Context: an optimization exercise on an open-source flow, tuned for small area. The choices shown serve that exercise and are no tape-out recipe. The RTL was checked by simulation tests, not by an equivalence proof against the original design. No driver is modelled on the clock port, so clock power and skew are understated where the tree is cut down; a real chip needs a root buffer or a tree. No activity file was given, so power comes from the tool's default toggle rates.

Design traffic_light, start of the top module:
module traffic_light (
	input clk,     
	input rst_n,   
	output [7:0]Row_Scan_Sig,
	output[1:0]Column_Scan_Sig,
	output[1:0]Column_Scan_Sig2,
	output [3:0]ledout
);
Size: about 110 cells after synthesis, about 0.0011 mm2 of cells after synthesis.
==> flow/config.mk <==
export PLATFORM = sky130hd
export DESIGN_NAME = traffic_light
export DESIGN_NICKNAME = traffic_light
export VERILOG_FILES = /design/flow/design.v
export SDC_FILE = /design/flow/constraint.sdc
export NUM_CORES = 4
export LEC_CHECK = 0
export CAP_MARGIN = 20
export CORE_AREA = 2.3 2.72 57.6 59.9
export DIE_AREA = 0 0 59.7 62.0
export SLEW_MARGIN = 20
==> flow/constraint.sdc <==
create_clock -name core_clock -period 5.0 [get_ports {clk}]
set_input_delay 1.0000 -clock core_clock [delete_from_list [all_inputs] [get_ports {clk}]]
set_output_delay 1.0000 -clock core_clock [all_outputs]
set_load 0.01 [all_outputs]
standard.sh (not shown) runs the stock make flow with config.mk's settings and CLKGATE_MAP_FILE= SYNTH_SCRIPT=/design/flow/synth_recipe.tcl, a recipe that flattens the netlist after the stock synthesis.
==> flow/flow/run.sh <==
#!/bin/bash
# Own layout flow: the standard flow, with three changes for area.
#  1. After the standard synthesis, its combinational logic is re-mapped with an
#     area-oriented ABC script (flip-flops untouched: same names, same cells).
#     ABC's deepsyn is randomised, so it runs in rounds of four seeds, each round
#     starting from the smallest netlist so far whose flip-flops match the
#     standard synthesis's; the smallest is kept.
#  2. Ports are buffered with buf_1.
#  3. The clock tree is one buf_12 driving every register (cts_one_buffer.tcl,
#     run as ORFS's PRE_CTS_TCL hook in place of TritonCTS).
# Each tool's output goes to a log file of its own in the work folder.
set -euo pipefail
W=$(pwd)
LIB=$FLOW_HOME/platforms/sky130hd/lib/sky130_fd_sc_hd__tt_025C_1v80.lib
R=$W/orfs/results/${FLOW_PLATFORM}/traffic_light/base
YOSYS=$(command -v yosys || echo "$FLOW_HOME/../tools/install/yosys/bin/yosys")

bash standard.sh synth > "$W/log_1_std_synth.txt" 2>&1
cp "$R/1_2_yosys.v" "$W/std_1_2_yosys.v"
grep -E '^\s*sky130_fd_sc_hd__df' "$W/std_1_2_yosys.v" | awk '{print $1, $2}' | sort > "$W/ff_std.txt"

# Five rounds of four ABC runs (four seeds) each; every round starts from the
# smallest netlist so far, whose flip-flops must be exactly the standard synthesis's.
cur="$W/std_1_2_yosys.v"
best=""
best_area=""
for round in 1 2 3 4 5; do
  for S in 1 2 3 4; do
    N=r${round}s$S
    sed -e "s#@SEED@#$round$S#" flow/remap.abc > "$W/remap_$N.abc"
    sed -e "s#@LIB@#$LIB#g" -e "s#@IN@#$cur#" -e "s#@OUT@#$W/remap_$N.v#" \
        -e "s#@TOP@#$FLOW_TOP#" -e "s#@ABC@#$W/remap_$N.abc#" flow/remap.ys > "$W/remap_$N.ys"
    ( "$YOSYS" -s "$W/remap_$N.ys" > "$W/log_2_remap_$N.txt" 2>&1 || true ) &
  done
  wait
  for S in 1 2 3 4; do
    N=r${round}s$S
    [[ -s "$W/remap_$N.v" ]] || continue
    grep -E '^\s*sky130_fd_sc_hd__df' "$W/remap_$N.v" | awk '{print $1, $2}' | sort > "$W/ff_remap_$N.txt"
    [[ -s "$W/ff_std.txt" ]] && cmp -s "$W/ff_std.txt" "$W/ff_remap_$N.txt" || continue
    a=$(grep 'Chip area' "$W/log_2_remap_$N.txt" | tail -1 | awk '{print $NF}')
    [[ -n "$a" ]] || continue
    if [[ -z "$best" ]] || awk -v a="$a" -v b="$best_area" 'BEGIN { exit !(a < b) }'; then
      best=$N
      best_area=$a
    fi
  done
  [[ -n "$best" ]] && cur="$W/remap_$best.v"
done

if [[ -n "$best" ]]; then
  echo "using the re-mapped netlist $best (area $best_area)" > "$W/log_3_choice.txt"
  cp "$W/remap_$best.v" "$R/1_2_yosys.v"
  touch "$R/1_2_yosys.v"
  bash standard.sh synth > "$W/log_4_synth_odb.txt" 2>&1
else
  echo "re-map failed or changed the flip-flops: using the standard netlist" > "$W/log_3_choice.txt"
fi

bash standard.sh finish \
  "BUFFER_PORTS_ARGS=-buffer_cell sky130_fd_sc_hd__buf_1" \
  "PRE_CTS_TCL=$W/flow/cts_one_buffer.tcl" \
  > "$W/log_5_layout.txt" 2>&1
==> flow/flow/remap.abc <==
strash
&get -n
&deepsyn -T 30 -S @SEED@
&put
dch -f
amap
strash
dch -f
amap
topo
Other scripts of this flow, unchanged in this note and not shown: flow/flow/cts_one_buffer.tcl, flow/flow/remap.ys
The baseline went through all stages and came out clean.
Edit:
==> flow/flow/remap.abc (replaced) <==
strash
&get -n
&deepsyn -J 400 -T 90 -S @SEED@
&put
dch -f
amap
strash
dch -f
amap
topo
Clock skew is unchanged.
Power stays the same.
Fmax does not change.
Final area stays the same.
Hold slack is unchanged.
Synthesized area does not change.
Edit:
--- a/flow/flow/run.sh
+++ b/flow/flow/run.sh
@@ -20,10 +20,10 @@
 grep -E '^\s*sky130_fd_sc_hd__df' "$W/std_1_2_yosys.v" | awk '{print $1, $2}' | sort > "$W/ff_std.txt"
 
-# Five rounds of four ABC runs (four seeds) each; every round starts from the
+# Three rounds of four ABC runs (four seeds) each; every round starts from the
 # smallest netlist so far, whose flip-flops must be exactly the standard synthesis's.
 cur="$W/std_1_2_yosys.v"
 best=""
 best_area=""
-for round in 1 2 3 4 5; do
+for round in 1 2 3; do
   for S in 1 2 3 4; do
     N=r${round}s$S
==> flow/flow/remap.abc (replaced) <==
strash
&get -n
&deepsyn -T 30 -S @SEED@
&put
dch -f
amap
strash
dch -f
amap
topo
The changed run completed without violations.
Worst setup slack is unchanged.
Combinational power barely changes.
Total power does not change.
Final cell count stays the same.
Critical path depth stays the same.
Register-to-register slack barely changes.
Via count does not change.
Utilization is unchanged.
First-iteration DRC count stays the same.
Edit:
==> flow/flow/run.sh (replaced) <==
#!/bin/bash
# Own layout flow: the standard flow, with three changes for area.
#  1. After the standard synthesis, its combinational logic is re-mapped with an
#     area-oriented ABC script (flip-flops untouched: same names, same cells).
#     ABC's deepsyn is randomised, so it runs with two scripts and four seeds each,
#     and the smallest netlist whose flip-flops match the standard synthesis's is kept.
#  2. Ports are buffered with buf_1.
#  3. The clock tree is one buf_12 driving every register (cts_one_buffer.tcl,
#     run as ORFS's PRE_CTS_TCL hook in place of TritonCTS).
# Each tool's output goes to a log file of its own in the work folder.
set -euo pipefail
W=$(pwd)
LIB=$FLOW_HOME/platforms/sky130hd/lib/sky130_fd_sc_hd__tt_025C_1v80.lib
R=$W/orfs/results/${FLOW_PLATFORM}/traffic_light/base
YOSYS=$(command -v yosys || echo "$FLOW_HOME/../tools/install/yosys/bin/yosys")

bash standard.sh synth > "$W/log_1_std_synth.txt" 2>&1
cp "$R/1_2_yosys.v" "$W/std_1_2_yosys.v"
grep -E '^\s*sky130_fd_sc_hd__df' "$W/std_1_2_yosys.v" | awk '{print $1, $2}' | sort > "$W/ff_std.txt"

# eight ABC runs, four at a time: two scripts (remap_a.abc, remap_b.abc), four seeds each
for K in a b; do
  for S in 1 2 3 4; do
    N=$K$S
    sed -e "s#@SEED@#$S#" flow/remap_$K.abc > "$W/remap_$N.abc"
    sed -e "s#@LIB@#$LIB#g" -e "s#@IN@#$W/std_1_2_yosys.v#" -e "s#@OUT@#$W/remap_$N.v#" \
        -e "s#@TOP@#$FLOW_TOP#" -e "s#@ABC@#$W/remap_$N.abc#" flow/remap.ys > "$W/remap_$N.ys"
    ( "$YOSYS" -s "$W/remap_$N.ys" > "$W/log_2_remap_$N.txt" 2>&1 || true ) &
  done
  wait
done

best=""
best_area=""
for S in a1 a2 a3 a4 b1 b2 b3 b4; do
  [[ -s "$W/remap_$S.v" ]] || continue
  # the flip-flops must be exactly the standard synthesis's
  grep -E '^\s*sky130_fd_sc_hd__df' "$W/remap_$S.v" | awk '{print $1, $2}' | sort > "$W/ff_remap_$S.txt"
  [[ -s "$W/ff_std.txt" ]] && cmp -s "$W/ff_std.txt" "$W/ff_remap_$S.txt" || continue
  a=$(grep 'Chip area' "$W/log_2_remap_$S.txt" | tail -1 | awk '{print $NF}')
  [[ -n "$a" ]] || continue
  if [[ -z "$best" ]] || awk -v a="$a" -v b="$best_area" 'BEGIN { exit !(a < b) }'; then
    best=$S
    best_area=$a
  fi
done

if [[ -n "$best" ]]; then
  echo "using the re-mapped netlist of seed $best (area $best_area)" > "$W/log_3_choice.txt"
  cp "$W/remap_$best.v" "$R/1_2_yosys.v"
  touch "$R/1_2_yosys.v"
  bash standard.sh synth > "$W/log_4_synth_odb.txt" 2>&1
else
  echo "re-map failed or changed the flip-flops: using the standard netlist" > "$W/log_3_choice.txt"
fi

bash standard.sh finish \
  "BUFFER_PORTS_ARGS=-buffer_cell sky130_fd_sc_hd__buf_1" \
  "PRE_CTS_TCL=$W/flow/cts_one_buffer.tcl" \
  > "$W/log_5_layout.txt" 2>&1
==> flow/flow/remap_a.abc (new file) <==
strash
&get -n
&deepsyn -T 25 -S @SEED@
&put
dch -f
amap
strash
&get -n
&deepsyn -T 25 -S 1@SEED@
&put
dch -f
amap
topo
==> flow/flow/remap_b.abc (new file) <==
strash
&get -n
&deepsyn -T 30 -S @SEED@
&put
dch -f
amap
strash
dch -f
amap
topo
removed: flow/flow/remap.abc
Effect: Core utilization increases by 0.44 points. Power is about the same. Cell area increases by about 1.1%. Die area stays the same. Worst hold slack improves by 0.0078 ns. Maximum frequency decreases by about 12%. Synthesized area increases by 1.4%. Via count increases by 4.2%. Global-route usage decreases by 0.18 points. Critical path depth decreases by 2. Routed wire length increases by about 4.6%.
Edit:
--- a/flow/flow/run.sh
+++ b/flow/flow/run.sh
@@ -3,6 +3,6 @@
 #  1. After the standard synthesis, its combinational logic is re-mapped with an
 #     area-oriented ABC script (flip-flops untouched: same names, same cells).
-#     ABC's deepsyn is randomised, so it runs with two scripts and four seeds each,
-#     and the smallest netlist whose flip-flops match the standard synthesis's is kept.
+#     ABC's deepsyn is randomised, so it runs (twice in a row) with four seeds and the smallest
+#     netlist whose flip-flops match the standard synthesis's is kept.
 #  2. Ports are buffered with buf_1.
 #  3. The clock tree is one buf_12 driving every register (cts_one_buffer.tcl,
@@ -19,19 +19,15 @@
 grep -E '^\s*sky130_fd_sc_hd__df' "$W/std_1_2_yosys.v" | awk '{print $1, $2}' | sort > "$W/ff_std.txt"
 
-# eight ABC runs, four at a time: two scripts (remap_a.abc, remap_b.abc), four seeds each
-for K in a b; do
-  for S in 1 2 3 4; do
-    N=$K$S
-    sed -e "s#@SEED@#$S#" flow/remap_$K.abc > "$W/remap_$N.abc"
-    sed -e "s#@LIB@#$LIB#g" -e "s#@IN@#$W/std_1_2_yosys.v#" -e "s#@OUT@#$W/remap_$N.v#" \
-        -e "s#@TOP@#$FLOW_TOP#" -e "s#@ABC@#$W/remap_$N.abc#" flow/remap.ys > "$W/remap_$N.ys"
-    ( "$YOSYS" -s "$W/remap_$N.ys" > "$W/log_2_remap_$N.txt" 2>&1 || true ) &
-  done
-  wait
+for S in 1 2 3 4; do
+  sed -e "s#@SEED@#$S#" flow/remap.abc > "$W/remap_$S.abc"
+  sed -e "s#@LIB@#$LIB#g" -e "s#@IN@#$W/std_1_2_yosys.v#" -e "s#@OUT@#$W/remap_$S.v#" \
+      -e "s#@TOP@#$FLOW_TOP#" -e "s#@ABC@#$W/remap_$S.abc#" flow/remap.ys > "$W/remap_$S.ys"
+  ( "$YOSYS" -s "$W/remap_$S.ys" > "$W/log_2_remap_$S.txt" 2>&1 || true ) &
 done
+wait
 
 best=""
 best_area=""
-for S in a1 a2 a3 a4 b1 b2 b3 b4; do
+for S in 1 2 3 4; do
   [[ -s "$W/remap_$S.v" ]] || continue
   # the flip-flops must be exactly the standard synthesis's
==> flow/flow/remap.abc (new file) <==
strash
&get -n
&deepsyn -T 25 -S @SEED@
&put
dch -f
amap
strash
&get -n
&deepsyn -T 25 -S 1@SEED@
&put
dch -f
amap
topo
removed: flow/flow/remap_a.abc
removed: flow/flow/remap_b.abc
What happened: Total power is unchanged. Clock power stays flat. Worst hold slack stays the same. Clock skew does not change. Core utilization stays the same. Design area does not change. Sequential power hardly moves. Sequential share of layout area does not change.
In every run of this note, the design's own scripts or RTL, not TritonCTS, make the clock network.

[what the ideal ports hide]
No port has a modelled driver above. Below, the same layouts with a new extraction and two added sets of constraints. Step 1 sets driving cells, clkbuf_16 on the clock port and buf_2 on the other inputs (assumed; they add their load-dependent delay and slew). Step 2, shift: input delay + t, output delay - t, t = (earliest + latest rising clock arrival at the registers) / 2. This alone moves slack from input paths to output paths. Three values: ideal ports, drivers, drivers and shift; two values: the first two.
run | shift t [ns] | slack for setup (ns) | hold WS [ns] | worst slew at a driven data input, ns
the first run | 0.157 | 1.185 / 1.185 / 1.185 | 0.371 / 0.371 / 0.371 | 0.03
the second run | 0.157 | 1.185 / 1.185 / 1.185 | 0.371 / 0.371 / 0.371 | 0.03
the third run | 0.157 | 1.185 / 1.185 / 1.185 | 0.371 / 0.371 / 0.371 | 0.03
the fourth run | 0.156 | 0.664 / 0.664 / 0.664 | 0.378 / 0.378 / 0.378 | 0.03
the fifth run | 0.156 | 0.664 / 0.664 / 0.664 | 0.378 / 0.378 / 0.378 | 0.03
After both steps every run listed still meets setup and hold.
